From an optimization exercise on the open Yosys and OpenROAD flow, aimed at small area; shortcuts taken in it are not production practice. In this exercise RTL edits were held to simulation tests only and were not proved equivalent to the original. Power and IR drop assume default switching activity.

**design.v**
```verilog
module interpreter (
            packet_type_compact,
            data_out,
            data_update_out,
            sampler_idle,
            clk,
            rst_n,
            packet_type,
            payload,
            payload_valid);
parameter integer CHANNEL = 16;
parameter integer DATA_BITS = 16;
input clk;     
input rst_n;   
input wire[5:0] packet_type;
input wire[47:0] payload;
input wire payload_valid;
output reg[2:0] packet_type_compact;
output reg[DATA_BITS*CHANNEL-1:0] data_out;
output reg data_update_out;
output reg sampler_idle;
always @(*) begin : proc_packet_type
    case (packet_type)
        6'h2a,
        6'h00:   packet_type_compact = 3'd0;
        6'h11: packet_type_compact = 3'd1;
        6'h22:  packet_type_compact = 3'd2;
        6'h33:  packet_type_compact = 3'd3;
        default:         packet_type_compact = 3'd4;
    endcase
end
wire is_idle = payload_valid && packet_type == 6'h2a;
wire is_fn   = payload_valid && (packet_type == 6'h11 || packet_type == 6'h22);
wire is_last = payload_valid && packet_type == 6'h33;
reg [2:0] buf_idx;
reg update;
always @(posedge clk or negedge rst_n) begin : proc_ctrl
    if(~rst_n) begin
        buf_idx <= 0;
        update <= 0;
        sampler_idle <= 1;
        data_update_out <= 0;
    end else begin
        update <= is_last;
        data_update_out <= update;
        if (is_idle)
            sampler_idle <= 1;
        else if (is_fn)
            sampler_idle <= 0;
        if (is_last)
            buf_idx <= 0;
        else if (is_fn)
            buf_idx <= buf_idx + 1;
    end
end
reg [47:0] buf0, buf1, buf2, buf3, buf4;
reg [31:0] buf5;
wire wr = is_fn || is_last;
wire [CHANNEL-1:0] sel8_in, sel4_in;
wire [5:0] zq_in;
reg [CHANNEL-1:8] sel8;
reg [CHANNEL-1:4] sel4;
reg [5:0] zq;
uncompress_ctl #(.CHANNEL(CHANNEL)) expand_ctl (
    .bitset(payload[CHANNEL-1:0]),
    .sel8(sel8_in),
    .sel4(sel4_in),
    .zq(zq_in)
);
always @(posedge clk) begin : proc_payload_buf
    if (wr && buf_idx == 3'd0) begin
        buf0 <= payload;
        sel8 <= sel8_in[CHANNEL-1:8];
        sel4 <= sel4_in[CHANNEL-1:4];
        zq <= zq_in;
    end
    if (wr && buf_idx == 3'd1) buf1 <= payload;
    if (wr && buf_idx == 3'd2) buf2 <= payload;
    if (wr && buf_idx == 3'd3) buf3 <= payload;
    if (wr && buf_idx == 3'd4) buf4 <= payload;
    if (wr && buf_idx == 3'd5) buf5 <= payload[31:0];
end
wire [CHANNEL*DATA_BITS-1:0] words = {buf5, buf4, buf3, buf2, buf1, buf0[47:16]};
wire [CHANNEL-1:0] bitset = buf0[15:0];
wire [CHANNEL*DATA_BITS-1:0] near;
wire [CHANNEL-1:0] last_shift;
uncompress_pipeline #(.CHANNEL(CHANNEL), .DATA_BITS(DATA_BITS)) expand (
    .bitset(bitset),
    .zq(zq),
    .sel8({sel8, 8'd0}),
    .sel4({sel4, 4'd0}),
    .words(words),
    .near(near),
    .last_shift(last_shift)
);
integer k;
reg [DATA_BITS-1:0] up;
reg take, take_up, take_here;
always @(posedge clk) begin : proc_data_out
    if (update && bitset[CHANNEL-1])
        data_out[(CHANNEL-1)*DATA_BITS +: DATA_BITS] <= near[(CHANNEL-1)*DATA_BITS +: DATA_BITS];
    for (k = 0; k < CHANNEL-1; k = k + 1) begin
        take = update & bitset[k];
        take_up = take & last_shift[k];
        take_here = take & ~last_shift[k];
        up = near[(k+1)*DATA_BITS +: DATA_BITS];
        data_out[k*DATA_BITS +: DATA_BITS] <=
              ({DATA_BITS{take_here}} & near[k*DATA_BITS +: DATA_BITS])
            | ({DATA_BITS{take_up}}   & up)
            | ({DATA_BITS{~take}}     & data_out[k*DATA_BITS +: DATA_BITS]);
    end
end
endmodule
module uncompress_ctl (
            bitset,
            sel8,
            sel4,
            zq);
parameter integer CHANNEL = 16;
input wire [CHANNEL-1:0] bitset;
output reg [CHANNEL-1:0] sel8;        
output reg [CHANNEL-1:0] sel4;        
output reg [5:0] zq;                  
reg [CHANNEL-1:0] m;
reg [3:0] zeros [0:CHANNEL-1];    
reg [3:0] pre [0:4][0:CHANNEL-1];  
integer p, j, x, t;
always @(*) begin : proc_ctl
    for (p = 0; p < CHANNEL; p = p + 1)
        m[p] = bitset[CHANNEL-1-p];
    for (p = 0; p < CHANNEL; p = p + 1)
        pre[0][p] = {3'd0, ~m[p]};
    for (j = 0; j < 4; j = j + 1)
        for (p = 0; p < CHANNEL; p = p + 1)
            if ((p >> j) & 1)
                pre[j+1][p] = pre[j][p] + pre[j][((p >> j) << j) - 1];
            else
                pre[j+1][p] = pre[j][p];
    zeros[0] = 0;
    for (p = 1; p < CHANNEL; p = p + 1)
        zeros[p] = pre[4][p-1];
    for (x = 0; x < CHANNEL; x = x + 1) begin
        sel8[x] = x >= 8 && zeros[x][3];
        sel4[x] = 1'b0;
        for (t = 0; t < 4; t = t + 1)
            if (x + t < CHANNEL && x >= 4)
                if (m[x+t] && zeros[x+t][2] && zeros[x+t][1:0] == t)
                    sel4[x] = 1'b1;
    end
    zq = {zeros[12][1:0], zeros[8][1:0], zeros[4][1:0]};
end
endmodule
module uncompress_pipeline (
            bitset,
            zq,
            sel8,
            sel4,
            words,
            near,
            last_shift);
parameter integer CHANNEL = 16;
parameter integer DATA_BITS = 16;
input wire [CHANNEL-1:0] bitset;
input wire [5:0] zq;
input wire [CHANNEL-1:0] sel8;
input wire [CHANNEL-1:0] sel4;
input wire [CHANNEL*DATA_BITS-1:0] words;
output reg [CHANNEL*DATA_BITS-1:0] near;
output reg [CHANNEL-1:0] last_shift;
reg [CHANNEL:0] m;
reg [1:0] zeros [0:CHANNEL-1];    
reg [CHANNEL-1:0] sel2;           
reg [DATA_BITS-1:0] v [1:4][0:CHANNEL-1];
integer p, x;
always @(*) begin : proc_ctl
    for (p = 0; p < CHANNEL; p = p + 1)
        m[p] = bitset[CHANNEL-1-p];
    m[CHANNEL] = 1'b0;
    for (p = 0; p < CHANNEL; p = p + 1)
        if (p % 4 == 0)
            zeros[p] = (p == 0) ? 2'd0 : zq[(p/4-1)*2 +: 2];
        else
            zeros[p] = zeros[p-1] + {1'b0, ~m[p-1]};
    for (x = 0; x < CHANNEL; x = x + 1) begin
        if (x < 2)
            sel2[x] = 1'b0;
        else if (m[x])
            sel2[x] = zeros[x][1] & (~zeros[x][0] | m[x+1]);
        else
            sel2[x] = m[x+1] & zeros[x][1] & ~zeros[x][0];
        last_shift[CHANNEL-1-x] = zeros[x][0];
    end
end
always @(*) begin : proc_net
    for (x = 0; x < CHANNEL; x = x + 1)
        v[4][x] = words[x*DATA_BITS +: DATA_BITS];
    for (x = 0; x < CHANNEL; x = x + 1)
        v[3][x] = (x >= 8 && sel8[x]) ? v[4][(x+8)%CHANNEL] : v[4][x];
    for (x = 0; x < CHANNEL; x = x + 1)
        v[2][x] = (x >= 4 && sel4[x]) ? v[3][(x+12)%CHANNEL] : v[3][x];
    for (x = 0; x < CHANNEL; x = x + 1)
        v[1][x] = (x >= 2 && sel2[x]) ? v[2][(x+14)%CHANNEL] : v[2][x];
    for (x = 0; x < CHANNEL; x = x + 1)
        near[(CHANNEL-1-x)*DATA_BITS +: DATA_BITS] = v[1][x];
end
endmodule
```
**flow/run.sh**
```bash
#!/bin/bash
# Own flow: the standard layout (standard.sh), with these changes:
# - synthesis maps the logic with an area-oriented ABC script (flow/area.abc)
#   instead of ORFS's one, and leaves adders to ABC as plain logic;
#   registers, flattening and renaming are the standard synthesis's;
# - ports are buffered with the smallest buffer (buf_1);
# - CTS inserts no dummy loads, and clusters up to 16 sinks within 60 um
#   under clkbuf_4/clkbuf_8 buffers.
set -euo pipefail
W=$PWD
{
    echo 'proc abc {args} {'
    echo '    set i [lsearch -exact $args -script]'
    echo '    if {$i >= 0} { lset args [expr {$i + 1}] $::env(OWN_ABC_SCRIPT) }'
    echo '    puts "own abc: $args"'
    echo '    yosys abc {*}$args'
    echo '}'
    cat "$W/synth_recipe.tcl"
} > "$W/own_synth.tcl"
sed "s#SYNTH_SCRIPT=[^ ]*#SYNTH_SCRIPT=$W/own_synth.tcl#" "$W/standard.sh" > "$W/own_standard.sh"
grep -q "SYNTH_SCRIPT=$W/own_synth.tcl" "$W/own_standard.sh"
export OWN_ABC_SCRIPT="$W/flow/area.abc"
ARGS=(
    "ADDER_MAP_FILE="
    "BUFFER_PORTS_ARGS=-buffer_cell sky130_fd_sc_hd__buf_1"
    "CTS_ARGS=-sink_clustering_enable -repair_clock_nets -dont_use_dummy_load -sink_clustering_size 16 -sink_clustering_max_diameter 60 -buf_list {sky130_fd_sc_hd__clkbuf_4 sky130_fd_sc_hd__clkbuf_8}"
)
bash "$W/own_standard.sh" "${ARGS[@]}" synth > "$W/synth.log" 2>&1
grep -q "own abc:" "$W/orfs/logs/$FLOW_PLATFORM/interpreter/base/1_2_yosys.log"
bash "$W/own_standard.sh" "${ARGS[@]}" finish > "$W/layout.log" 2>&1
test -f "$W/out/final.def"
```
**flow/area.abc**
```
strash
dch -f
amap
```
**standard.sh**
```bash
#!/bin/bash
# synth_recipe.tcl (not shown) runs the flow's synth.tcl, then flattens the netlist and writes it again
# the make line also repeats each setting of config.mk as NAME=value (left out here)
make -C /OpenROAD-flow-scripts/flow DESIGN_CONFIG=/design/flow/config.mk WORK_HOME=/design/flow/orfs CLKGATE_MAP_FILE= SYNTH_SCRIPT=/design/flow/synth_recipe.tcl "${@:-finish}"
```
**config.mk**
```make
export PLATFORM = sky130hd
export DESIGN_NAME = interpreter
export DESIGN_NICKNAME = interpreter
export VERILOG_FILES = /design/flow/design.v
export SDC_FILE = /design/flow/constraint.sdc
export NUM_CORES = 4
export LEC_CHECK = 0
export ABC_AREA = 1
export CAP_MARGIN = 20
export CORE_MARGIN = 2
export CORE_UTILIZATION = 42
export GPL_TIMING_DRIVEN = 0
export SETUP_SLACK_MARGIN = 0.15
export SLEW_MARGIN = 20
```
**constraint.sdc**
```tcl
create_clock -name core_clock -period 5.0 [get_ports {clk}]
set_input_delay 1.0000 -clock core_clock [delete_from_list [all_inputs] [get_ports {clk}]]
set_output_delay 1.0000 -clock core_clock [all_outputs]
set_load 0.01 [all_outputs]
```
==> flow_summary.yaml, run 1 <==
yosys:
  ys.flop_type: "edfxtp_1"
  synth.top_cell.area_share_pct: 39.89
  async_reset_ff_share_pct: 1.071
  syn_avg_cell_area_um2: 11.01
  yosysMostFrequentCell: "nand2_1"
  synth-edff-count: 314
  seq_area_frac_synth_pct: 60.85
  synthTopCellsByArea: "edfxtp_1 (40%), dfxtp_1 (20%), o221ai_1 (8.2%)"
  synth.top_cells.by_count: "nand2_1 (340), edfxtp_1 (314), dfxtp_1 (240), o221ai_1 (221), o22ai_1 (216)"
  yosys_warnings: 7
  synth.distinct_cells: 37
  synthCells: 2147
  syn_area_um2: 23640
  synth_seq_cells: 560
  syn_nets: 2204
  yosysTopAreaCell: "edfxtp_1"
critical_path:
  worstSetupPathType: "input port to flip-flop"
  worstSetupStartpointType: "input port"
  cp_max_fo: 8
  cp-end-kind: "flip-flop"
  crit_arrival_ps: 5090
  cp.required_ps: 5440
  cp_slowest_cell: "or3_1"
  cp_num_buf_inv: 3
  crit_family: "compound AO/OA/AOI/OAI gates"
  critical-path-max-stage-delay_ps: 400
power_and_ir_drop:
  p_per_area_nw_per_um2: 307.5
  p_leak_nw: 8.770
  max-vdd-ir-drop_mv: 0.2004
cells_and_area:
  fillCellCount: 5092
  finalNonFillerCells: 3306
  layout-drive-gt1-share_pct: 5.597
  fin_nets: 2614
  syn2layout_area_growth_pct: 15.35
grt:
  top_usage_layer: "met2"
  antenna_found_initial: 5
  grt_pass1_wl_um: 150700
  grt_max_degree: 35
  globalRouteMet2Util_pct: 56.74
  grt_use_met1_pct: 48.43
  grt_pass1_vias: 20954
  use_met3_pct: 7.293
  gr-total-overflow: 0
  grt_usage_pct: 37.09
sta:
  fmax_mhz: 214.8
  finalWorstSetupSlack_ps: 344.3
  fin_skew_ps: 62.46
  slew_headroom_pct: 14.34
  final_max_slew_viol_count: 0
  rsz0062_at_grt: "false"
  setup_viol: 0
  hold_viol: 0
  post-route-min-period_ps: 4656
  tightest_slew_ps: 1285
  finalCritPeriodShare_pct: 93.11
clock_tree:
  cts_tree: "built"
  cts_hold_buf: 0
  htreeDepth: 2
  clk-insertion-delay-late_ps: 700
  clock_sinks: 560
  numCtsBuffers: 46
  clkTransAtPathRegs_ps: 90
  cts-root-buf: "clkbuf_8"
  clockBufferDepth: 3
die:
  start_util_pct: 42.66
  dieArea_um2: 58200
  die_h_um: 241.2
  rows: 86
  die_w_um: 241.2
  io_pins: 318
  design.core.area_um2: 55420
route:
  avgRoutedWirePerCell_um: 33.57
  viasPerCell: 6.882
  drt_iter0_drc: 3535
  drc: 0
  final_antenna_net_count: 0
  first_pass_iters: 8
  num_vias: 22753
  drt-total-wl_um: 111000
placed_design:
  dp_hpwl_um: 81450
  globalplace.congestion: 0.9923
  place_ws_ps: -1706
  port_buffers: 317
  dp_cells: 3248
run:
  max-cap-violations: 0
worst_hold_path:
  hp-class: "input port to async pin"
run_status:
  outcome: "complete, no violations"
[path summary, 6_finish.rpt]
kind                                            from                        end  slack [ps]  depth (start not counted)
worst max register to register     buf0[7]$_DFFE_PP_       data_out[88]$_DFF_P_         460                         10
worst min register to register  data_out[21]$_DFF_P_       data_out[21]$_DFF_P_         470                          2
worst max-delay path                     payload[12]     sel4[12]$_SDFFCE_PP1P_         340                         25
worst min-delay path                           rst_n  data_update_out$_DFF_PN0_         160                          1
max in group asynchronous                      rst_n   sampler_idle$_DFFE_PN1P_        4550                          1
min in group core_clock         data_out[21]$_DFF_P_       data_out[21]$_DFF_P_         470                          2
[stage by stage]
| step | hold WS (ps) | power, mW | cell area (µm²) | setup TNS, ps | utilization, % |
|---|---|---|---|---|---|
| global route | 177.2 | 8.605 | 27260 | 0 | 49.20 |
| global placement | 445.4 | 6.029 | 25800 | -573920 | 46.55 |
| CTS | 155.5 | 8.327 | 27120 | 0 | 48.94 |
| floorplan | 496.7 | 5.694 | 23670 | 0 | - |
| finish | 163.1 | 8.385 | 27270 | 0 | 49.21 |
| detailed placement | 449.0 | 6.061 | 26410 | -15090 | 47.67 |
[worst register-to-register path, cell delays in order, from the launching register on]
cell and delay, ps:
edfxtp_1 380, clkinv_1 200, nor2_1 220, o21ai_0 150, nor2_2 590, clkinv_1 1010
o21ai_0 460, o21ai_2 280, clkinv_1 540, o22a_1 370, o221ai_1 170
[final cells by class]
class / instances / area [µm²] / area share (%)
multi-input cells: 1443 / 8954 / 32.83
repair buffers: 362 / 1810 / 6.639
flip-flops and latches: 560 / 14390 / 52.75
well taps: 748 / 935.9 / 3.432
inverters: 144 / 544.3 / 1.996
diodes: 3 / 7.507 / 0.02753
clock buffers: 46 / 633.1 / 2.322
[metal layers]
metal  vias up  routed length (µm)
met3       348               12690
met1     11176               41580
li1       9475                   -
met2      1752               48550
met4         2                8134
met5         -                  12
[kinds of logic after synthesis]
group | after synthesis | share of synthesized area, %
buffers and inverters | 144 | 2.286
AO/OA/AOI/OAI | 882 | 27.52
AND/OR/NAND/NOR | 561 | 9.347
flip-flops | 560 | 60.85
[layout by cell type (no fill, tap or decap), types with 108 or more instances in the layout]
cell        n
nand2_1   337
edfxtp_1  314
buf_1     314
dfxtp_1   240
o221ai_1  218
o22ai_1   216
o22a_1    185
nor2_1    147
clkinv_1  139
a21oi_1   108
[report_power, final]
group | leakage, nW | switching, mW | total, mW | internal [mW]
combinational | 3.58 | 0.560 | 0.846 | 0.286
clock | 0.331 | 1.54 | 2.37 | 0.824
sequential | 4.86 | 0.140 | 5.17 | 5.03
[sequential cells by signal, indices dropped and copies added (netlist names)]
signal	count
sel8	8
buf2	48
zq	6
buf4	48
data_out	256
sel4	12
sampler_idle	1
buf1	48
buf_idx	3
data_update_out	1
update	1
buf5	32
buf0	48
buf3	48
[timing repair]
| action | CTS | global route |
|---|---|---|
| endpoints found under the setup margin | 11 | 8 |
| setup buffers | 1 | 4 |
| pin swaps | 1 | 2 |
| gates resized for setup | 24 | 19 |
==> run 2: changes to the inputs <==
--- a/design.v
+++ b/design.v
@@ -56,22 +56,15 @@
 reg [47:0] buf0, buf1, buf2, buf3, buf4;
 reg [31:0] buf5;
 wire wr = is_fn || is_last;
-wire [CHANNEL-1:0] sel8_in, sel4_in;
-wire [5:0] zq_in;
-reg [CHANNEL-1:8] sel8;
-reg [CHANNEL-1:4] sel4;
-reg [5:0] zq;
+wire [11:0] zq_in;
+reg [11:0] zq;
 uncompress_ctl #(.CHANNEL(CHANNEL)) expand_ctl (
     .bitset(payload[CHANNEL-1:0]),
-    .sel8(sel8_in),
-    .sel4(sel4_in),
     .zq(zq_in)
 );
 always @(posedge clk) begin : proc_payload_buf
     if (wr && buf_idx == 3'd0) begin
         buf0 <= payload;
-        sel8 <= sel8_in[CHANNEL-1:8];
-        sel4 <= sel4_in[CHANNEL-1:4];
         zq <= zq_in;
     end
     if (wr && buf_idx == 3'd1) buf1 <= payload;
@@ -87,8 +80,6 @@
 uncompress_pipeline #(.CHANNEL(CHANNEL), .DATA_BITS(DATA_BITS)) expand (
     .bitset(bitset),
     .zq(zq),
-    .sel8({sel8, 8'd0}),
-    .sel4({sel4, 4'd0}),
     .words(words),
     .near(near),
     .last_shift(last_shift)
@@ -113,32 +104,53 @@
 endmodule
 module uncompress_ctl (
             bitset,
-            sel8,
-            sel4,
             zq);
 parameter integer CHANNEL = 16;
 input wire [CHANNEL-1:0] bitset;
-output reg [CHANNEL-1:0] sel8;        
-output reg [CHANNEL-1:0] sel4;        
-output reg [5:0] zq;                  
-reg [CHANNEL-1:0] m;
+output reg [11:0] zq;             
+reg [CHANNEL-1:0] u;
+reg [2:0] z0, z1, z2;             
+integer p;
+always @(*) begin : proc_ctl
+    for (p = 0; p < CHANNEL; p = p + 1)
+        u[p] = ~bitset[CHANNEL-1-p];
+    z0 = {2'd0, u[0]} + {2'd0, u[1]} + {2'd0, u[2]} + {2'd0, u[3]};
+    z1 = {2'd0, u[4]} + {2'd0, u[5]} + {2'd0, u[6]} + {2'd0, u[7]};
+    z2 = {2'd0, u[8]} + {2'd0, u[9]} + {2'd0, u[10]} + {2'd0, u[11]};
+    zq[3:0] = {1'b0, z0};
+    zq[7:4] = {1'b0, z0} + {1'b0, z1};
+    zq[11:8] = {1'b0, z0} + {1'b0, z1} + {1'b0, z2};
+end
+endmodule
+module uncompress_pipeline (
+            bitset,
+            zq,
+            words,
+            near,
+            last_shift);
+parameter integer CHANNEL = 16;
+parameter integer DATA_BITS = 16;
+input wire [CHANNEL-1:0] bitset;
+input wire [11:0] zq;
+input wire [CHANNEL*DATA_BITS-1:0] words;
+output reg [CHANNEL*DATA_BITS-1:0] near;
+output reg [CHANNEL-1:0] last_shift;
+reg [CHANNEL:0] m;
 reg [3:0] zeros [0:CHANNEL-1];    
-reg [3:0] pre [0:4][0:CHANNEL-1];  
-integer p, j, x, t;
+reg [CHANNEL-1:0] sel8;           
+reg [CHANNEL-1:0] sel4;           
+reg [CHANNEL-1:0] sel2;           
+reg [DATA_BITS-1:0] v [1:4][0:CHANNEL-1];
+integer p, x, t;
 always @(*) begin : proc_ctl
     for (p = 0; p < CHANNEL; p = p + 1)
         m[p] = bitset[CHANNEL-1-p];
+    m[CHANNEL] = 1'b0;
     for (p = 0; p < CHANNEL; p = p + 1)
-        pre[0][p] = {3'd0, ~m[p]};
-    for (j = 0; j < 4; j = j + 1)
-        for (p = 0; p < CHANNEL; p = p + 1)
-            if ((p >> j) & 1)
-                pre[j+1][p] = pre[j][p] + pre[j][((p >> j) << j) - 1];
-            else
-                pre[j+1][p] = pre[j][p];
-    zeros[0] = 0;
-    for (p = 1; p < CHANNEL; p = p + 1)
-        zeros[p] = pre[4][p-1];
+        if (p % 4 == 0)
+            zeros[p] = (p == 0) ? 4'd0 : zq[(p/4-1)*4 +: 4];
+        else
+            zeros[p] = zeros[p-1] + {3'd0, ~m[p-1]};
     for (x = 0; x < CHANNEL; x = x + 1) begin
         sel8[x] = x >= 8 && zeros[x][3];
         sel4[x] = 1'b0;
@@ -146,42 +158,6 @@
             if (x + t < CHANNEL && x >= 4)
                 if (m[x+t] && zeros[x+t][2] && zeros[x+t][1:0] == t)
                     sel4[x] = 1'b1;
-    end
-    zq = {zeros[12][1:0], zeros[8][1:0], zeros[4][1:0]};
-end
-endmodule
-module uncompress_pipeline (
-            bitset,
-            zq,
-            sel8,
-            sel4,
-            words,
-            near,
-            last_shift);
-parameter integer CHANNEL = 16;
-parameter integer DATA_BITS = 16;
-input wire [CHANNEL-1:0] bitset;
-input wire [5:0] zq;
-input wire [CHANNEL-1:0] sel8;
-input wire [CHANNEL-1:0] sel4;
-input wire [CHANNEL*DATA_BITS-1:0] words;
-output reg [CHANNEL*DATA_BITS-1:0] near;
-output reg [CHANNEL-1:0] last_shift;
-reg [CHANNEL:0] m;
-reg [1:0] zeros [0:CHANNEL-1];    
-reg [CHANNEL-1:0] sel2;           
-reg [DATA_BITS-1:0] v [1:4][0:CHANNEL-1];
-integer p, x;
-always @(*) begin : proc_ctl
-    for (p = 0; p < CHANNEL; p = p + 1)
-        m[p] = bitset[CHANNEL-1-p];
-    m[CHANNEL] = 1'b0;
-    for (p = 0; p < CHANNEL; p = p + 1)
-        if (p % 4 == 0)
-            zeros[p] = (p == 0) ? 2'd0 : zq[(p/4-1)*2 +: 2];
-        else
-            zeros[p] = zeros[p-1] + {1'b0, ~m[p-1]};
-    for (x = 0; x < CHANNEL; x = x + 1) begin
         if (x < 2)
             sel2[x] = 1'b0;
         else if (m[x])
--- a/config.mk
+++ b/config.mk
@@ -9,6 +9,5 @@
 export CAP_MARGIN = 20
 export CORE_MARGIN = 2
 export CORE_UTILIZATION = 42
-export GPL_TIMING_DRIVEN = 0
-export SETUP_SLACK_MARGIN = 0.15
+export SETUP_SLACK_MARGIN = 0.25
 export SLEW_MARGIN = 20
==> run 2 against run 1 <==
Power decreased by 2.8%. Clock skew decreased by 7.0 ps. Highest routed layer is now met4. Critical path depth decreased by 5. Sequential power decreased by 2%. Combinational power decreased by 9.3%. Critical endpoint is now data_out[30]$_DFF_P_. Critical path type is now flip-flop to flip-flop.
==> flow_summary.yaml, run 2 <==
run_status:
  outcome: "complete, no violations"
cells_and_area:
  final_core_util_pct: 48.76
  syn2layout_area_growth_pct: 14.78
  fin_nets: 2590
  top_register: "data_out"
  layout_common_cells: "nand2_1 (338), buf_1 (317), edfxtp_1 (299)"
  layout-drive-gt1-share_pct: 5.334
  finalNonFillerCells: 3228
  layout.cells.most_common: "nand2_1"
  fin_area_um2: 26240
  largest_register_ffs: 256
yosys:
  syn_area_um2: 22860
  synthCells: 2100
  synth-edff-count: 299
  seq_area_frac_synth_pct: 60.96
  synth.distinct_cells: 35
  synth.top_cell.area_share_pct: 39.28
  yosys_warnings: 5
  yosysMostFrequentCell: "nand2_1"
  syn_nets: 2157
  synth_seq_cells: 545
  synthTopCellsByArea: "edfxtp_1 (39%), dfxtp_1 (21%), o221ai_1 (8.5%)"
  yosysTopAreaCell: "edfxtp_1"
  async_reset_ff_share_pct: 1.101
  synth.top_cells.by_count: "nand2_1 (338), edfxtp_1 (299), dfxtp_1 (240), o22ai_1 (238), o221ai_1 (223)"
  ys.flop_type: "edfxtp_1"
  syn_avg_cell_area_um2: 10.88
critical_path:
  r2r-end: "data_out[30]$_DFF_P_"
  r2r_slack_ps: 480
  cp-end-kind: "flip-flop"
  cp_max_fo: 27
  cp.required_ps: 5520
  crit_arrival_ps: 5040
  worstSetupPathType: "flip-flop to flip-flop"
  reg2reg_from: "buf0[3]$_DFFE_PP_"
  startpoint: "buf0[3]$_DFFE_PP_"
  reg2reg_depth: 20
  crit_path_end: "data_out[30]$_DFF_P_"
  worstSetupStartpointType: "flip-flop"
clock_tree:
  post-cts-setup-buffer-count: 0
  cts_tree: "built"
  cts-root-buf: "clkbuf_8"
  numCtsBuffers: 46
  htreeDepth: 2
  clk-insertion-delay-late_ps: 680
  clockBufferDepth: 3
  clkTransAtPathRegs_ps: 100
  clock_sinks: 545
sta:
  rsz0062_at_grt: "false"
  tightest_slew_ps: 992.0
  setup_viol: 0
  slew_headroom_pct: 33.70
  final_max_slew_viol_count: 0
  post-route-min-period_ps: 4518
  fin_skew_ps: 55.41
  fin_setup_tns_ps: 0
  fmax_mhz: 221.3
  finalCritPeriodShare_pct: 90.37
  hold_viol: 0
placed_design:
  port_buffers: 317
  dp_hpwl_um: 85190
  place_area_um2: 25590
  globalplace.congestion: 0.9825
  dp_cells: 3181
route:
  num_vias: 22368
  drt-total-wl_um: 115300
  drc: 0
  drt_iter0_drc: 2851
  viasPerCell: 6.929
  final_antenna_net_count: 0
  avgRoutedWirePerCell_um: 35.71
  first_pass_iters: 7
power_and_ir_drop:
  max-vdd-ir-drop_mv: 0.2343
  p_leak_nw: 8.442
  p_per_area_nw_per_um2: 310.7
die:
  die_h_um: 237.3
  io_pins: 318
  design.core.area_um2: 53810
  dieArea_um2: 56310
  rows: 85
  start_util_pct: 42.48
  die_w_um: 237.3
grt:
  use_met3_pct: 6.492
  grt_usage_pct: 39.89
  gr-total-overflow: 0
  globalRouteMet2Util_pct: 64.63
  antenna_found_initial: 1
  grt_pass1_wl_um: 158000
  top_usage_layer: "met2"
  grt_use_met1_pct: 49.17
  grt_pass1_vias: 21355
  grt_max_degree: 60
run:
  max-cap-violations: 0
worst_hold_path:
  hp-class: "input port to async pin"
## run 2: changes by cell type after synthesis, sizes merged, moves of 5 or more
cell    previous run  this run
clkinv           144       135
o22a             186       147
a221o              7         0
o21ai             61        56
edfxtp           314       299
nor2             162       176
a32oi             20         0
a31oi             18        46
a21oi            113       101
o22ai            216       238
nor3              17        25
nand3             21         5
## run 2: logic make-up (layout without fill, tap and decap cells)
| family | count (synthesis) | after routing | share of synthesized area, % |
|---|---|---|---|
| AOI/OAI and AO/OA | 858 | 858 | 27.22 |
| and+or+nand+nor | 562 | 562 | 9.601 |
| DFF | 545 | 545 | 60.96 |
| buffers and inverters | 135 | 566 | 2.217 |
| other | 0 | 1 | 0 |
## run 2: worst min-delay path by stage
stage	slack [ps]	from	end
3_3_place_gp	440	data_out[233]$_DFF_P_	data_out[233]$_DFF_P_
2_1_floorplan	490	update$_DFF_PN0_	data_update_out$_DFF_PN0_
3_5_place_dp	450	data_out[197]$_DFF_P_	data_out[197]$_DFF_P_
5_1_grt	170	rst_n	buf_idx[1]$_DFFE_PN0P_
6_report	180	rst_n	buf_idx[1]$_DFFE_PN0P_
4_1_cts	160	rst_n	buf_idx[1]$_DFFE_PN0P_
## run 2: per-stage QoR
stage / power, mW / hold WS, ps / worst slack (ps)
2_1_floorplan: 5.476 / 493.7 / 256.5
3_3_place_gp: 5.887 / 443.2 / 639.8
3_5_place_dp: 5.896 / 445.9 / 611.9
4_1_cts: 8.128 / 157.0 / 589.8
5_1_grt: 8.384 / 170.9 / 251.9
6_report: 8.151 / 178.0 / 481.7
## run 2: final cells by class
cell class,count,area [µm²]
Clock buffer,46,633.1
Antenna cell,1,2.502
Sequential cell,545,13930
Fill cell,5076,27580
Tap cell,696,870.8
Inverter,135,518.0
Timing Repair Buffer,385,1725
Multi-Input combinational cell,1420,8553
## run 2: repair_timing
action / in CTS / in global routing
endpoints found under the setup margin: 0 / 14
endpoints found under the hold margin: 0 / 0
gates resized for setup: 0 / 3
hold buffers: 0 / 0
## run 2: where the power goes
group	internal (mW)	leakage, nW	switching (mW)
clock network	0.822	0.331	1.51
logic	0.240	3.38	0.526
registers	4.89	4.73	0.161
total	5.96	8.44	2.19
## run 2: worst max-delay path, stage by stage, from the launching register on
cell and delay, ps:
edfxtp_1 430, clkinv_1 130, nor2_1 220, nor2_1 130
clkinv_1 110, nor2_1 60, nor2_1 230, clkinv_1 180
nor2_1 160, clkinv_1 130, nor2_1 190, nand2_1 130
o211ai_1 210, nor3_1 140, nor4_4 240, buf_4 420
clkinv_1 220, o22ai_1 460, nor2_1 100, a21oi_1 310
o221ai_1 150
## run 2: metal layers
layer	vias to the layer above	routed length, µm	part of all wire [%]
met5	-	0	0
met4	0	9596	8.3
met3	407	10550	9.1
met2	1612	52870	46
met1	11037	42240	37
li1	9312	-	-
==> run 3: changes to the inputs <==
--- a/config.mk
+++ b/config.mk
@@ -9,5 +9,5 @@
 export CAP_MARGIN = 20
 export CORE_MARGIN = 2
 export CORE_UTILIZATION = 42
-export SETUP_SLACK_MARGIN = 0.25
+export SETUP_SLACK_MARGIN = 0.1
 export SLEW_MARGIN = 20
==> run 3 against run 2 <==
Still clean on timing, DRC and antenna. Area after synthesis unchanged. Register-to-register slack worse by 30 ps. Global-route usage up 0.52 points. Power about the same. Clock skew up 48 ps. Cell count up 0.28%. Die area unchanged. Critical path type unchanged.
==> flow_summary.yaml, run 3 <==
placed_design:
  place_ws_ps: 579.1
  dp_cells: 3189
  globalplace.congestion: 1.034
  dp_hpwl_um: 84520
  place_area_um2: 25660
  port_buffers: 317
sta:
  hold_viol: 0
  finalCritPeriodShare_pct: 90.91
  fmax_mhz: 220.0
  rsz0062_at_grt: "false"
  post-route-min-period_ps: 4545
  finalWorstSetupSlack_ps: 454.6
  fin_setup_tns_ps: 0
  setup_viol: 0
  timing.hold.ws_ps: 163.0
  final_max_slew_viol_count: 0
  tightest_slew_ps: 1199
  slew_headroom_pct: 19.89
  fin_skew_ps: 103.2
route:
  first_pass_iters: 7
  drt-total-wl_um: 117200
  avgRoutedWirePerCell_um: 36.21
  viasPerCell: 7.118
  num_vias: 23042
  final_antenna_net_count: 0
  drt_iter0_drc: 3376
  drc: 0
yosys:
  synth_fa_ha_area_share_pct: 0
  yosys_warnings: 5
  syn_nets: 2157
  synth_compound_area_share_pct: 27.22
  synth_seq_cells: 545
  synthCells: 2100
  syn_avg_cell_area_um2: 10.88
  synth_top_family_by_area: "compound AO/OA/AOI/OAI gates"
  synth_xor_area_share_pct: 0
  synth_mux_area_share_pct: 0
  syn_area_um2: 22860
  ys.flop_type: "edfxtp_1"
  async_reset_ff_share_pct: 1.101
  synth.top_cells.by_count: "nand2_1 (338), edfxtp_1 (299), dfxtp_1 (240), o22ai_1 (238), o221ai_1 (223)"
  synth-simple-area-share_pct: 9.601
  synth.top_cell.area_share_pct: 39.28
  seq_area_frac_synth_pct: 60.96
  synthTopCellsByArea: "edfxtp_1 (39%), dfxtp_1 (21%), o221ai_1 (8.5%)"
  yosysTopAreaCell: "edfxtp_1"
  synth-edff-count: 299
  synth.distinct_cells: 35
  yosysMostFrequentCell: "nand2_1"
grt:
  grt_max_degree: 60
  grt_pass1_vias: 21849
  antenna_found_initial: 0
  grt_pass1_wl_um: 160200
  gr-total-overflow: 0
  grt_usage_pct: 40.41
cells_and_area:
  fin_area_um2: 26310
  final_core_util_pct: 48.88
  largest_register_ffs: 256
  syn2layout_area_growth_pct: 15.08
  finalNonFillerCells: 3237
  top_register: "data_out"
  layout-drive-gt1-share_pct: 5.672
  fin_nets: 2598
  layout.cells.most_common: "nand2_1"
  layout_common_cells: "nand2_1 (336), buf_1 (317), edfxtp_1 (299)"
clock_tree:
  htreeDepth: 2
  clk-insertion-delay-late_ps: 720
  cts_hold_buf: 0
  numCtsBuffers: 46
  cts-root-buf: "clkbuf_8"
  clockBufferDepth: 3
  clkTransAtPathRegs_ps: 100
  clock_sinks: 545
  cts_tree: "built"
critical_path:
  reg2reg_from: "buf0[11]$_DFFE_PP_"
  cp.required_ps: 5480
  r2r_slack_ps: 450
  cp_max_fo: 18
  startpoint: "buf0[11]$_DFFE_PP_"
  crit_arrival_ps: 5030
  cp-end-kind: "flip-flop"
  worstSetupPathType: "flip-flop to flip-flop"
  worstSetupStartpointType: "flip-flop"
die:
  start_util_pct: 42.48
  dieArea_um2: 56310
  io_pins: 318
  die_w_um: 237.3
  design.core.area_um2: 53810
  rows: 85
  die_h_um: 237.3
power_and_ir_drop:
  max-vdd-ir-drop_mv: 0.1967
  power.total_mw: 8.151
  p_per_area_nw_per_um2: 309.9
  p_leak_nw: 8.485
worst_hold_path:
  hp-class: "input port to async pin"
run:
  max-cap-violations: 0
run_status:
  outcome: "complete, no violations"
run 3: cell count changes in the layout (fill, tap and decap cells not counted):
cell,previous run,this run
nand2_2,0,2
nor2_1,171,170
buf_12,2,3
nor2_2,0,1
clkinvlp_4,3,1
o21ai_0,49,50
nand2_1,338,336
o21ai_1,5,4
a21oi_2,1,2
a21oi_4,1,0
clkinv_1,132,134
buf_4,66,73
diode_2,1,2
run 3: final cells by class:
| type | instances | area (µm²) |
|---|---|---|
| Sequential cell | 545 | 13930 |
| Clock buffer | 46 | 633.1 |
| Inverter | 135 | 510.5 |
| Multi-Input combinational cell | 1420 | 8553 |
| Antenna cell | 2 | 5.005 |
| Tap cell | 696 | 870.8 |
| Fill cell | 5024 | 27510 |
| Timing Repair Buffer | 393 | 1798 |
run 3: kinds of logic (layout without fill, tap and decap cells):
| kind of cell | Yosys count | in the layout |
|---|---|---|
| flops | 545 | 545 |
| simple gates | 562 | 562 |
| buf+inv | 135 | 574 |
| compound gates | 858 | 858 |
| other cells | 0 | 2 |
run 3: timing repair:
item | 4_1_cts | 5_1_grt
setup buffers | 0 | 0
hold endpoints to repair | 0 | 0
setup endpoints to repair | 0 | 1
resized for setup | 0 | 1
run 3: where the power goes:
part           switching (mW)  internal (mW)
Combinational           0.516          0.241
Sequential              0.155           4.89
Clock                    1.52          0.822
run 3: critical path: stages (launching register included):
cell,delay [ps]
edfxtp_1,430
clkinv_1,110
nor2_1,80
a21oi_1,290
clkinv_1,200
nor2_1,190
a21oi_1,90
a31oi_1,360
nor2_1,90
a211oi_1,520
nand2_1,170
o21ai_0,420
clkinvlp_4,540
o22a_1,390
o22ai_1,270
o221ai_1,190
run 3: final timing paths:
check / endpoint / depth (start not counted)
min in group core_clock: data_out[72]$_DFF_P_ / 2
worst min register to register: data_out[72]$_DFF_P_ / 2
worst min-delay path: buf_idx[1]$_DFFE_PN0P_ / 1
worst max register to register: data_out[112]$_DFF_P_ / 15
worst max-delay path: data_out[112]$_DFF_P_ / 15
max in group asynchronous: sampler_idle$_DFFE_PN1P_ / 1
run 3: metal layers:
| metal | up-vias | global-route usage (%) | wire [µm] | share of wire [%] |
|---|---|---|---|---|
| met5 | - | 0 | 0 | 0 |
| met4 | 0 | 28.32 | 9621 | 8.2 |
| met3 | 425 | 7.746 | 13060 | 11 |
| met2 | 1959 | 61.31 | 51240 | 44 |
| met1 | 11323 | 52.24 | 43280 | 37 |
| li1 | 9335 | - | - | - |
==> run 4: changes to the inputs <==
--- a/config.mk
+++ b/config.mk
@@ -8,6 +8,6 @@
 export ABC_AREA = 1
 export CAP_MARGIN = 20
 export CORE_MARGIN = 2
-export CORE_UTILIZATION = 42
-export SETUP_SLACK_MARGIN = 0.1
+export CORE_UTILIZATION = 50
+export SETUP_SLACK_MARGIN = 0.25
 export SLEW_MARGIN = 20
==> run 4 against run 3 <==
Via count increased by 2.4%. Critical path depth increased by 1. Clock skew is 21 ps lower. Synthesized cell count stayed put. Routed wire length decreased by 1.3%. Worst setup slack better by 17 ps. Area after synthesis stayed put. Flip-flop and latch count is the same. Clock power fell by 3%. Design area fell by 0.37%. Core utilization rose by 9.0 points. Sequential share of layout area up 0.20 points. Critical path type unchanged.
==> flow_summary.yaml, run 4 <==
run_status:
  outcome: "complete, no violations"
grt:
  gr-total-overflow: 0
  grt_pass1_vias: 21939
  grt_pass1_wl_um: 157700
  antenna_found_initial: 2
  grt_usage_pct: 47.70
  grt_max_degree: 60
critical_path:
  worstSetupStartpointType: "flip-flop"
  crit_arrival_ps: 5070
  cp-end-kind: "flip-flop"
  worstSetupPathType: "flip-flop to flip-flop"
  cp.required_ps: 5550
  cp_max_fo: 15
yosys:
  synth_seq_cells: 545
  synth_xor_area_share_pct: 0
  seq_area_frac_synth_pct: 60.96
  synth.top_cell.area_share_pct: 39.28
  synth_fa_ha_area_share_pct: 0
  yosys_warnings: 5
  synth_top_family_by_area: "compound AO/OA/AOI/OAI gates"
  synth-simple-area-share_pct: 9.601
  syn_area_um2: 22860
  yosysMostFrequentCell: "nand2_1"
  synthCells: 2100
  syn_avg_cell_area_um2: 10.88
  synthTopCellsByArea: "edfxtp_1 (39%), dfxtp_1 (21%), o221ai_1 (8.5%)"
  ys.flop_type: "edfxtp_1"
  synth_mux_area_share_pct: 0
  synth.top_cells.by_count: "nand2_1 (338), edfxtp_1 (299), dfxtp_1 (240), o22ai_1 (238), o221ai_1 (223)"
  synth-edff-count: 299
  synth_compound_area_share_pct: 27.22
  async_reset_ff_share_pct: 1.101
  syn_nets: 2157
  yosysTopAreaCell: "edfxtp_1"
  synth.distinct_cells: 35
cells_and_area:
  layout-drive-gt1-share_pct: 5.912
  largest_register_ffs: 256
  fin_nets: 2596
  layout_common_cells: "nand2_1 (331), buf_1 (317), edfxtp_1 (299)"
  top_register: "data_out"
  syn2layout_area_growth_pct: 14.65
  layout.cells.most_common: "nand2_1"
route:
  drt_iter0_drc: 4535
  final_antenna_net_count: 0
  num_vias: 23588
  first_pass_iters: 7
  drt-total-wl_um: 115700
  viasPerCell: 7.510
  drc: 0
  top_layer_used: "met4"
  route.met2.wl_um: 47930
  met3_length_um: 18270
  avgRoutedWirePerCell_um: 36.83
  met1Wirelength_um: 38740
clock_tree:
  cts_tree: "built"
  clockBufferDepth: 3
  clock_sinks: 545
  clkTransAtPathRegs_ps: 110
  cts-root-buf: "clkbuf_8"
  htreeDepth: 2
  post-cts-setup-buffer-count: 0
  numCtsBuffers: 44
  cts_hold_buf: 0
  clk-insertion-delay-late_ps: 720
  ctsResizeCount: 0
die:
  dieArea_um2: 47440
  die_w_um: 217.8
  rows: 78
  design.core.area_um2: 45280
  io_pins: 318
  start_util_pct: 50.48
  die_h_um: 217.8
sta:
  post-route-min-period_ps: 4529
  fin_skew_ps: 81.99
  hold_viol: 0
  final_max_slew_viol_count: 0
  fmax_mhz: 220.8
  finalCritPeriodShare_pct: 90.58
  setup_viol: 0
  fin_setup_tns_ps: 0
  slew_headroom_pct: 13.31
  rsz0062_at_grt: "true"
  tightest_slew_ps: 1297
placed_design:
  port_buffers: 317
  globalplace.congestion: 1.111
  dp_hpwl_um: 79100
power_and_ir_drop:
  p_per_area_nw_per_um2: 307.9
  p_leak_nw: 8.485
  power.total_mw: 8.070
  max-vdd-ir-drop_mv: 0.2402
worst_hold_path:
  hp-class: "input port to async pin"
run:
  max-cap-violations: 0
## run 4: logic make-up after synthesis
group	after synthesis
simple gates	562
compound gates	858
flops	545
buf+inv	135
## run 4: path summary, 6_finish.rpt
path / from / endpoint / slack (ps) / cells past startpoint
setup / recovery: buf0[7]$_DFFE_PP_ / data_out[65]$_DFF_P_ / 470 / 16
max in group asynchronous: rst_n / sampler_idle$_DFFE_PN1P_ / 4490 / 1
min in group core_clock: data_out[233]$_DFF_P_ / data_out[233]$_DFF_P_ / 470 / 2
hold / removal: rst_n / buf_idx[2]$_DFFE_PN0P_ / 190 / 1
setup reg to reg: buf0[7]$_DFFE_PP_ / data_out[65]$_DFF_P_ / 470 / 16
hold reg to reg: data_out[233]$_DFF_P_ / data_out[233]$_DFF_P_ / 470 / 2
## run 4: metrics by stage
stage	worst slack [ps]	hold WS [ps]	utilization [%]	cell area, µm²	std cells
final	471.1	185.2	57.87	26210	3141
after global routing	207.0	201.8	57.85	26200	3137
after CTS	666.3	191.9	57.73	26140	3135
after detailed placement	659.3	443.9	56.39	25540	3091
after global placement	743.0	444.9	56.38	25530	3091
after floorplan	256.5	493.7	-	22920	2100
## run 4: routing by layer
metal / GRT usage (%) / up-vias
met4: 33.49 / 0
li1: - / 9342
met5: 0 / -
met1: 59.66 / 11216
met3: 16.03 / 609
met2: 69.50 / 2421
## run 4: final cells by class
cell class	count	area (µm²)
fillers	3978	19080
flip-flops and latches	545	13930
multi-input cells	1420	8579
repair buffers	393	1813
well taps	600	750.7
clock buffers	44	605.6
inverters	135	514.2
diodes	4	10.01
## run 4: worst max-delay path, stage by stage (launching register included)
cell and delay (ps):
edfxtp_1 440, clkinv_1 150, nor2_1 200, nor2_1 120, clkinv_1 110, nor2_1 60
nor2_1 310, clkinv_1 220, nor2_1 280, nand2_1 130, a21oi_1 200, nand3_1 150
o2111ai_1 260, clkinv_1 700, o22a_1 450, o22ai_1 410, o221ai_1 200
## run 4: power breakdown
| part | total (mW) | switching [mW] | internal [mW] |
|---|---|---|---|
| sequential | 5.04 | 0.149 | 4.89 |
| clock | 2.27 | 1.48 | 0.787 |
| combinational | 0.759 | 0.518 | 0.241 |
| total | 8.07 | 2.15 | 5.92 |

## re-timing with driven ports
No port has a modelled driver above. Below, the same layouts with a new extraction and two added sets of constraints. Step 1 (the two cells are an assumption about what drives the block):
set clk [get_ports {clk}]
set_driving_cell -lib_cell sky130_fd_sc_hd__clkbuf_16 $clk
set_driving_cell -lib_cell sky130_fd_sc_hd__buf_2 [delete_from_list [all_inputs] $clk]
Step 2 adds t to the input delays and takes it off the output delays; t is the mean of the earliest and latest rising clock arrival at the registers after step 1. Input paths then give back, and output paths get back, about the clock's delay inside the block. Three values: ideal ports, drivers, drivers and shift; two values: the first two.
run | t, ns | setup WS [ns] | hold WS [ns] | latest minus earliest clock arrival (ns) | worst slew at a driven data input, ns
run 1 | 0.730 | 0.344 / 0.373 / -0.357 | 0.163 / 0.131 / 0.470 | 0.064 / 0.064 | 0.10
run 2 | 0.716 | 0.482 / 0.482 / 0.482 | 0.178 / 0.139 / 0.466 | 0.056 / 0.056 | 0.09
run 3 | 0.728 | 0.455 / 0.455 / 0.455 | 0.163 / 0.125 / 0.471 | 0.107 / 0.108 | 0.09
run 4 | 0.738 | 0.471 / 0.471 / 0.471 | 0.185 / 0.148 / 0.469 | 0.082 / 0.083 | 0.09
With both steps, setup timing fails in run 1, where it was met with ideal ports. For run 1, which loses most, drivers alone change the setup slack by +0.029 ns; drivers and shift together by -0.701 ns.
